Background: an optimization exercise with open tools, aiming at small area, a short achievable clock period and few clock cycles. Do not read the settings as production practice.
Function not checked in this run: the RTL went through the layout flow alone.
Power figures rest on the tool's default switching activity, not on a simulated workload.

==> design.v <==
module SatAdd(a, b, y);
    input  signed [11:0] a, b;
    output signed [11:0] y;
    wire   signed [12:0] s = a + b;
    assign y = (s[12:11] == 2'b01) ? 12'sh7ff :
               (s[12:11] == 2'b10) ? 12'sh800 : s[11:0];
endmodule
module Clamp13(s, y);
    input  signed [12:0] s;
    output signed [11:0] y;
    assign y = (s[12:11] == 2'b01) ? 12'sh7ff :
               (s[12:11] == 2'b10) ? 12'sh800 : s[11:0];
endmodule
module Gamma(s, e, x, g0, g1, g2, g3);
    input  signed [3:0]  s, e;
    input  signed [11:0] x;
    output signed [11:0] g0, g1, g2, g3;
    wire signed [11:0] se = s, ee = e;
    wire signed [11:0] xn = ~x + 12'd1;
    SatAdd a0(-se - ee, xn, g0);
    SatAdd a1( se + ee, x,  g1);
    SatAdd a2( se - ee, x,  g2);
    SatAdd a3(-se + ee, xn, g3);
endmodule
module AcsF(a0, a1, a2, a3, g0, g1, g2, g3, n0, n1, n2, n3,
            f0, f1, f2, f3, f4, f5, f6, f7);
    input  signed [11:0] a0, a1, a2, a3, g0, g1, g2, g3;
    output signed [11:0] n0, n1, n2, n3;
    output signed [11:0] f0, f1, f2, f3, f4, f5, f6, f7;
    wire signed [12:0] s0 = a0 + g0, s1 = a1 + g2, s2 = a2 + g0, s3 = a3 + g2;
    wire signed [12:0] s4 = a0 + g1, s5 = a1 + g3, s6 = a2 + g1, s7 = a3 + g3;
    Clamp13 c0(s0, f0); Clamp13 c1(s1, f1); Clamp13 c2(s2, f2); Clamp13 c3(s3, f3);
    Clamp13 c4(s4, f4); Clamp13 c5(s5, f5); Clamp13 c6(s6, f6); Clamp13 c7(s7, f7);
    Clamp13 m0(s0 > s1 ? s0 : s1, n0);
    Clamp13 m1(s2 > s3 ? s2 : s3, n1);
    Clamp13 m2(s4 > s5 ? s4 : s5, n2);
    Clamp13 m3(s6 > s7 ? s6 : s7, n3);
endmodule
module AcsB(b0, b1, b2, b3, g0, g1, g2, g3, n0, n1, n2, n3);
    input  signed [11:0] b0, b1, b2, b3, g0, g1, g2, g3;
    output signed [11:0] n0, n1, n2, n3;
    wire signed [12:0] s0 = b0 + g0, s1 = b2 + g1, s2 = b0 + g2, s3 = b2 + g3;
    wire signed [12:0] s4 = b1 + g0, s5 = b3 + g1, s6 = b1 + g2, s7 = b3 + g3;
    Clamp13 m0(s0 > s1 ? s0 : s1, n0);
    Clamp13 m1(s2 > s3 ? s2 : s3, n1);
    Clamp13 m2(s4 > s5 ? s4 : s5, n2);
    Clamp13 m3(s6 > s7 ? s6 : s7, n3);
endmodule
module LlrMax(f0, f1, f2, f3, f4, f5, f6, f7, b0, b1, b2, b3, mp, mn);
    input  signed [11:0] f0, f1, f2, f3, f4, f5, f6, f7, b0, b1, b2, b3;
    output signed [11:0] mp, mn;
    wire signed [12:0] n0 = f0 + b0, n1 = f5 + b2, n2 = f2 + b1, n3 = f7 + b3;
    wire signed [12:0] p0 = f4 + b2, p1 = f1 + b0, p2 = f6 + b3, p3 = f3 + b1;
    wire signed [12:0] n01 = n0 > n1 ? n0 : n1, n23 = n2 > n3 ? n2 : n3;
    wire signed [12:0] p01 = p0 > p1 ? p0 : p1, p23 = p2 > p3 ? p2 : p3;
    Clamp13 cn(n01 > n23 ? n01 : n23, mn);
    Clamp13 cp(p01 > p23 ? p01 : p23, mp);
endmodule
module LlrExt(mp, mn, x, s, ext);
    input  signed [11:0] mp, mn, x;
    input  signed [3:0]  s;
    output signed [11:0] ext;
    wire signed [11:0] mnn = ~mn + 12'd1;
    wire signed [11:0] xn  = ~x + 12'd1;
    wire signed [11:0] llr, t;
    wire signed [12:0] u = t - $signed({s, 1'b0});
    SatAdd a0(mp, mnn, llr);
    SatAdd a1(llr, xn, t);
    Clamp13 c0(u, ext);
endmodule
module Deco(
             clk_p_i,
             reset_n_i,
             data_i,
             data_o,
             start_i,
             done_o
);
    input           clk_p_i;
    input           reset_n_i;
    input   [20:0]  data_i;
    output  [4:0]   data_o;
    input           start_i;
    output          done_o;
    localparam signed [11:0] NINF = 12'sh800;
    reg  signed [3:0]  vr [0:20];           
    reg  [1:0]         rc;                  
    reg                busy, dec, done;
    reg  [2:0]         ph;
    reg  [3:0]         iter;
    reg  [4:0]         out_reg;
    reg  signed [11:0] EA [0:4];            
    reg  signed [11:0] EB [0:4];            
    reg  signed [11:0] al [0:3];            
    reg  signed [11:0] be [0:3];            
    reg  signed [11:0] b3s [0:3];           
    reg  signed [11:0] fs1r [0:7];          
    reg  signed [11:0] mpP, mnP, mpQ, mnQ;  
    reg  [2:0]         tPm, tQm;            
    reg                tPd, tQd;            
    reg                tPv, tQv;            
    assign data_o = out_reg;
    assign done_o = done;
    function signed [3:0] sysv(input d, input [2:0] m);
        begin
            case (m)
                3'd0: sysv = vr[0];
                3'd1: sysv = d ? vr[4] : vr[1];
                3'd2: sysv = vr[2];
                3'd3: sysv = d ? vr[1] : vr[3];
                default: sysv = d ? vr[3] : vr[4];
            endcase
        end
    endfunction
    function signed [3:0] encv(input d, input [2:0] m);
        begin
            case (m)
                3'd0: encv = d ? vr[14] : vr[7];
                3'd1: encv = d ? vr[15] : vr[8];
                3'd2: encv = d ? vr[16] : vr[9];
                3'd3: encv = d ? vr[17] : vr[10];
                default: encv = d ? vr[18] : vr[11];
            endcase
        end
    endfunction
    function signed [11:0] extv(input d, input [2:0] m);
        begin
            case (m)
                3'd0: extv = d ? EB[0] : EA[0];
                3'd1: extv = d ? EB[1] : EA[1];
                3'd2: extv = d ? EB[2] : EA[2];
                3'd3: extv = d ? EB[3] : EA[3];
                default: extv = d ? EB[4] : EA[4];
            endcase
        end
    endfunction
    function signed [11:0] cN(input signed [11:0] g);
        cN = g[11] ? NINF : {1'b1, g[10:0]};
    endfunction
    function signed [11:0] smax(input signed [11:0] a, input signed [11:0] b);
        smax = (a > b) ? a : b;
    endfunction
    wire signed [5:0] A5 = vr[5] + vr[12], B5 = vr[5] - vr[12];
    wire signed [5:0] A6 = vr[6] + vr[13], B6 = vr[6] - vr[13];
    wire signed [6:0] t1_0 = -A6 - A5, t1_1 = B5 - A6, t1_2 = B6 - A5, t1_3 = B6 + B5;
    wire signed [6:0] t2_0 = -(vr[19] + vr[20]);
    wire signed [11:0] b2_0 = dec ? t2_0 : t1_0;
    wire signed [11:0] b2_1 = dec ? t2_0 : t1_1;
    wire signed [11:0] b2_2 = dec ? t2_0 : t1_2;
    wire signed [11:0] b2_3 = dec ? t2_0 : t1_3;
    wire [2:0] stF = ph - 3'd1;             
    wire [2:0] stB = 3'd5 - ph;             
    wire signed [11:0] gF0, gF1, gF2, gF3, gB0, gB1, gB2, gB3, gZ0, gZ1, gZ2, gZ3;
    Gamma uGF(sysv(dec, stF), encv(dec, stF), extv(dec, stF), gF0, gF1, gF2, gF3);
    Gamma uGB(sysv(dec, stB), encv(dec, stB), extv(dec, stB), gB0, gB1, gB2, gB3);
    Gamma uGZ(vr[0], dec ? vr[14] : vr[7], dec ? EB[0] : EA[0], gZ0, gZ1, gZ2, gZ3);
    wire signed [11:0] a1_0 = smax(gZ0, cN(gZ2));
    wire signed [11:0] a1_1 = smax(cN(gZ0), cN(gZ2));
    wire signed [11:0] a1_2 = smax(gZ1, cN(gZ3));
    wire signed [11:0] a1_3 = smax(cN(gZ1), cN(gZ3));
    wire fa1 = (ph == 3'd2);
    wire signed [11:0] aN0, aN1, aN2, aN3;
    wire signed [11:0] f0, f1, f2, f3, f4, f5, f6, f7;
    AcsF uF(fa1 ? a1_0 : al[0], fa1 ? a1_1 : al[1], fa1 ? a1_2 : al[2], fa1 ? a1_3 : al[3],
            gF0, gF1, gF2, gF3, aN0, aN1, aN2, aN3, f0, f1, f2, f3, f4, f5, f6, f7);
    wire fb2 = (ph == 3'd1);
    wire signed [11:0] bN0, bN1, bN2, bN3;
    AcsB uB(fb2 ? b2_0 : be[0], fb2 ? b2_1 : be[1], fb2 ? b2_2 : be[2], fb2 ? b2_3 : be[3],
            gB0, gB1, gB2, gB3, bN0, bN1, bN2, bN3);
    wire signed [11:0] pb0 = (ph == 3'd3) ? be[0] : (ph == 3'd4) ? b3s[0] : b2_0;
    wire signed [11:0] pb1 = (ph == 3'd3) ? be[1] : (ph == 3'd4) ? b3s[1] : b2_1;
    wire signed [11:0] pb2 = (ph == 3'd3) ? be[2] : (ph == 3'd4) ? b3s[2] : b2_2;
    wire signed [11:0] pb3 = (ph == 3'd3) ? be[3] : (ph == 3'd4) ? b3s[3] : b2_3;
    wire signed [11:0] mpPn, mnPn;
    LlrMax uP(f0, f1, f2, f3, f4, f5, f6, f7, pb0, pb1, pb2, pb3, mpPn, mnPn);
    wire q0 = (ph == 3'd5);
    wire signed [11:0] mpQn, mnQn;
    LlrMax uQ(q0 ? gZ0 : fs1r[0], q0 ? cN(gZ2) : fs1r[1], q0 ? cN(gZ0) : fs1r[2], q0 ? cN(gZ2) : fs1r[3],
              q0 ? gZ1 : fs1r[4], q0 ? cN(gZ3) : fs1r[5], q0 ? cN(gZ1) : fs1r[6], q0 ? cN(gZ3) : fs1r[7],
              be[0], be[1], be[2], be[3], mpQn, mnQn);
    wire signed [11:0] xP, xQ;
    LlrExt uXP(mpP, mnP, extv(tPd, tPm), sysv(tPd, tPm), xP);
    LlrExt uXQ(mpQ, mnQ, extv(tQd, tQm), sysv(tQd, tQm), xQ);
    function [2:0] dst(input d, input [2:0] m);
        begin
            if (!d)
                case (m) 3'd0: dst = 3'd0; 3'd1: dst = 3'd3; 3'd2: dst = 3'd2; 3'd3: dst = 3'd4; default: dst = 3'd1; endcase
            else
                case (m) 3'd0: dst = 3'd0; 3'd1: dst = 3'd4; 3'd2: dst = 3'd2; 3'd3: dst = 3'd1; default: dst = 3'd3; endcase
        end
    endfunction
    wire [2:0] dP = dst(tPd, tPm), dQ = dst(tQd, tQm);
    reg signed [11:0] EAn [0:4];
    reg signed [11:0] EBn [0:4];
    integer i;
    always @(*) begin
        for (i = 0; i < 5; i = i + 1) begin
            EAn[i] = EA[i];
            EBn[i] = EB[i];
            if (tPv && dP == i) begin if (tPd) EAn[i] = xP; else EBn[i] = xP; end
            if (tQv && dQ == i) begin if (tQd) EAn[i] = xQ; else EBn[i] = xQ; end
        end
    end
    wire fin = busy && tPv && tPd && (tPm == 3'd4);
    wire [4:0] h2 = {~EAn[0][11], ~EAn[1][11], ~EAn[2][11], ~EAn[3][11], ~EAn[4][11]};
    wire [4:0] h1 = {~EB[0][11], ~EB[3][11], ~EB[2][11], ~EB[4][11], ~EB[1][11]};
    wire stop = fin && ((h1 == h2) || (iter == 4'd9));
    always @(posedge clk_p_i or negedge reset_n_i) begin
        if (!reset_n_i) begin
            rc <= 2'd0; busy <= 1'b0; dec <= 1'b0; ph <= 3'd1; iter <= 4'd0;
            done <= 1'b0; out_reg <= 5'd0; tPv <= 1'b0; tQv <= 1'b0;
        end else begin
            done <= stop;
            if (stop) out_reg <= h2;
            tPv <= busy && (ph == 3'd3 || ph == 3'd4 || ph == 3'd5);
            tQv <= busy && (ph == 3'd4 || ph == 3'd5);
            if (!busy) begin
                ph <= 3'd1; dec <= 1'b0; iter <= 4'd0;
                if (start_i) begin
                    rc <= rc + 2'd1;
                    if (rc == 2'd3) busy <= 1'b1;
                end else
                    rc <= 2'd0;
            end else begin
                rc <= 2'd0;
                if (ph == 3'd5) begin ph <= 3'd1; dec <= ~dec; end
                else ph <= ph + 3'd1;
                if (fin) iter <= iter + 4'd1;
                if (stop) busy <= 1'b0;
            end
        end
    end
    always @(posedge clk_p_i) begin
        tPm <= ph - 3'd1;                   
        tPd <= dec;
        tQm <= 3'd5 - ph;                   
        tQd <= dec;
        mpP <= mpPn; mnP <= mnPn;
        mpQ <= mpQn; mnQ <= mnQn;
        if (!busy && start_i && rc != 2'd3 || !busy && start_i && rc == 2'd3) begin
            for (i = 0; i < 21; i = i + 1)
                vr[i] <= {data_i[20 - i], vr[i][3:1]};
        end
        for (i = 0; i < 5; i = i + 1) begin
            EA[i] <= busy ? EAn[i] : 12'sd0;
            EB[i] <= EBn[i];
        end
        if (ph == 3'd2 || ph == 3'd3 || ph == 3'd4) begin
            al[0] <= aN0; al[1] <= aN1; al[2] <= aN2; al[3] <= aN3;
        end
        if (ph != 3'd5) begin
            be[0] <= bN0; be[1] <= bN1; be[2] <= bN2; be[3] <= bN3;
        end
        if (ph == 3'd1) begin
            b3s[0] <= bN0; b3s[1] <= bN1; b3s[2] <= bN2; b3s[3] <= bN3;
        end
        if (ph == 3'd2) begin
            fs1r[0] <= f0; fs1r[1] <= f1; fs1r[2] <= f2; fs1r[3] <= f3;
            fs1r[4] <= f4; fs1r[5] <= f5; fs1r[6] <= f6; fs1r[7] <= f7;
        end
    end
endmodule
==> run.sh <==
#!/bin/bash
# synth_recipe.tcl (not shown) runs the flow's synth.tcl, then flattens the netlist and writes it again
# the make line also repeats each setting of config.mk as NAME=value (left out here)
make -C /OpenROAD-flow-scripts/flow DESIGN_CONFIG=/design/flow/config.mk WORK_HOME=/design/flow/orfs CLKGATE_MAP_FILE= SYNTH_SCRIPT=/design/flow/synth_recipe.tcl finish
==> config.mk <==
export PLATFORM = sky130hd
export DESIGN_NAME = Deco
export DESIGN_NICKNAME = Deco
export VERILOG_FILES = /design/flow/design.v
export SDC_FILE = /design/flow/constraint.sdc
export NUM_CORES = 4
export LEC_CHECK = 0
export CAP_MARGIN = 20
export CORE_MARGIN = 2
export CORE_UTILIZATION = 40
export SLEW_MARGIN = 20
==> constraint.sdc <==
create_clock -name core_clock -period 44.0 [get_ports {clk_p_i}]
set_input_delay 8.8000 -clock core_clock [delete_from_list [all_inputs] [get_ports {clk_p_i}]]
set_output_delay 8.8000 -clock core_clock [all_outputs]
set_load 0.01 [all_outputs]
==> run summary <==
[final cells by class]
| class | count | area share (%) |
|---|---|---|
| inverters | 721 | 3.55 |
| clock inverters | 40 | 0.537 |
| clock buffers | 84 | 2.36 |
| diodes | 13 | 0.0425 |
| flip-flops and latches | 517 | 18.7 |
| repair buffers | 182 | 1.88 |
| multi-input cells | 7052 | 69.1 |
| well taps | 2340 | 3.83 |
[synth_stat cells (all sizes together) (19+ instances only)]
cell	instances
a211oi	52
xor2	203
o21a	161
edfxtp	384
buf	59
a211o	19
nand4	66
or2	35
nand3	143
maj3	185
nand2	666
o211ai	30
nand2b	94
mux2	67
or3	38
nor4	29
xnor2	409
a22oi	28
nor2	619
and2	37
o31ai	69
dfxtp	114
o22ai	154
o21bai	122
a221oi	30
inv	714
o41ai	38
nor2b	121
a21boi	44
ha	1022
and3	42
fa	134
a31oi	43
nor3	151
o32ai	19
o21ai	632
a21oi	794
a21o	245
mux2i	242
clkbuf	259
a2111oi	25
[stage by stage]
step / utilization [%] / power, mW
final: 43.4 / 1.10
after global routing: 43.4 / 1.12
after CTS: 43.4 / 1.10
after detailed placement: 42.1 / 0.530
after global placement: 42.1 / 0.530
after floorplan: - / 0.528
[worst max-delay path: cells and delay by family, from the launching register on]
| family | cells | cell delay, ns |
|---|---|---|
| flip-flops | 1 | 0.85 |
| buffers and inverters | 5 | 0.97 |
| AO/OA/AOI/OAI | 37 | 10.19 |
| adder cells (fa/ha/maj) | 11 | 3.57 |
| XOR/XNOR | 1 | 0.18 |
| AND/OR/NAND/NOR | 13 | 1.73 |
| multiplexers | 2 | 0.94 |
[power groups by stage]
stage | logic [mW] | registers (mW) | clock network (mW)
3_3_place_gp | 0.00256 | 0.527 | 0
2_1_floorplan | 0.0000398 | 0.528 | 0
3_5_place_dp | 0.00258 | 0.527 | 0
5_1_grt | 0.00270 | 0.517 | 0.602
6_report | 0.00250 | 0.517 | 0.580
4_1_cts | 0.00261 | 0.517 | 0.584
[final timing paths]
check	start	end	slack (ns)	cells past startpoint
min in group asynchronous	reset_n_i	iter[2]$_DFFE_PN0P_	8.08	1
max in group asynchronous	reset_n_i	dec$_DFFE_PN0P_	35.50	1
worst max register to register	dec$_DFFE_PN0P_	mpP[6]$_SDFF_PN1_	25.34	69
worst max-delay path	dec$_DFFE_PN0P_	mpP[6]$_SDFF_PN1_	25.34	69
worst min register to register	rc[0]$_DFF_PN0_	rc[0]$_DFF_PN0_	0.44	1
worst min-delay path	rc[0]$_DFF_PN0_	rc[0]$_DFF_PN0_	0.44	1
[cell usage in the layout (no fill, tap or decap), types with 236 or more instances in the layout]
cell type     n
a21o_1      245
a21oi_1     792
edfxtp_1    384
ha_1       1021
inv_1       708
mux2i_1     236
nand2_1     663
nor2_1      617
o21ai_0     612
xnor2_1     406
[cell families after synthesis]
kind of cell | count (synthesis) | synth area share, %
compound gates | 2688 | 23.9
xor+xnor | 612 | 7.57
fa+ha+maj | 1341 | 24.5
buf+inv | 1039 | 5.56
flops | 517 | 20.2
mux | 312 | 4.59
simple gates | 2099 | 13.7
[routing by layer]
| layer | vias up | track usage [%] |
|---|---|---|
| met3 | 784 | 7.43 |
| met1 | 31800 | 40.6 |
| met4 | 8 | 22.9 |
| met5 | - | 0 |
| met2 | 3174 | 49.9 |
| li1 | 31100 | - |
==> qor.yml <==
wl_mm: 303
period_share_pct: 42.4
vias_per_cell: 6.11
synth_top_area_share_pct: 18.0
fp.dieW_um: 425
criticalPathCategory: "reg2reg"
num_vias: 66900
cp_slowest_cell: "dfrtp_4"
status: "timing/DRC/antenna clean"
ys_warn_count: 19
coreArea_mm2: 0.176
hold_slack_ns: 0.437
ys.flop_type: "edfxtp_1"
synth_top_area_cell: "ha_1"
yosysSeqAreaShare_pct: 20.2
p_leak_nw: 33.9
synth.avg_cell_area_um2: 8.23
setup_ws_ns: 25.34
rows: 154
route.met2.wl_mm: 129
final_nets: 9721
cap_violations: 0
grt_pass1_wl_mm: 431
worst_pin_slew_ns: 1.36
route.detailed.drc: 0
met1_length_mm: 120
place_area_mm2: 0.0742
synth_fp_nets: 9788
dpl.cell_count: 10800
finClkSkew_ns: 0.0406
pwr-share-comb_pct: 0.2
seq_area_mm2: 0.0143
cpMostUsedCell: "o21ai_0"
place_ws_ns: 25.62
arrival_ns: 19.22
io_pins: 30
p_seq_share_pct: 47.0
final_hold_viol_count: 0
dr_wl_met3_mm: 28.8
fin_cells: 10900
clock_latency_ns: 0.72
fmax_mhz: 53.6
ant_nets: 0
peakVddDrop_v: 0.0000330
async_flop_share_pct: 3.68
cts_hold_buf: 0
syn2layout_area_growth_pct: 7.92
clock-sinks: 517
drv_slew: 0
start_kind: "flip-flop"
cts_buffers: 67
netlist_area_mm2: 0.0709
gp_congestion: 1.08
worstSetupEndpointType: "flip-flop"
grt-ovfl-total: 0
slew_headroom_pct: 8.88
die_area_mm2: 0.181
start_util_pct: 40.2
drive_gt1_share_pct: 5.28
cts_max_path_buffers: 3
fin_setup_tns_ns: 0
clkTransAtPathRegs_ns: 0.06
clkPwrFrac_pct: 52.8
wire_per_inst_um: 27.7
slowest_delay_ns: 0.85
p_int_uw: 839
drt_iter0_drc: 7445
synth_edf_count: 384
p_switching_uw: 261
drt-pass1-iter-count: 6
grt_pass1_vias: 63300
synth_cell_types: 105
hold_class: "reg2reg"
postCtsSetupRepairBufs: 0
top_layer: "met5"
synth_area_leaders: "ha_1 (18%), edfxtp_1 (16%), a21oi_1 (5.6%)"
synthesis.instances: 8608
cts-htree-levels: 3
fillers: 17600
design_area_mm2: 0.0765
power_density_mw_per_mm2: 14.4
cts-resized-gates: 0
numPortBuffers: 29
antenna_found_initial: 20
die_h_um: 425
multi_input_area_mm2: 0.0528
grt_max_degree: 130
worst-path-max-fanout: 34
worst_ep_required_time_ns: 44.57
cts_tree: "done"
ys_seq_elements: 517
cts_root_buf: "clkbuf_16"
grtUsageTotal_pct: 32.6
setup_viol: 0
dp_hpwl_mm: 251
swShare_pct: 23.7
rsz0062_at_grt: "no"
period_minus_slack_ns: 18.66

-- what the ideal ports hide --
How much do the figures lean on ideal ports? The routed layout below was timed once more, with nothing changed but the port constraints.
Step 1, drivers: a clkbuf_16 drives clk_p_i and a buf_2 each remaining input, both assumed.
Step 2 also shifts input and output timing later by t, the mid clock arrival at the registers, as if the neighbouring blocks saw the same clock.
a / b / c = no drivers / after step 1 / after step 2; a / b = the first two.
t, ns: 0.778
slack for setup (ns): 25.344 / 25.344 / 25.344
hold WS [ns]: 0.437 / 0.437 / 0.437
worst slew at a driven data input, ns: 0.10
After both steps this run still meets setup and hold. The setup slack of this run moves by 0.000 ns with the drivers and by 0.000 ns with both steps.
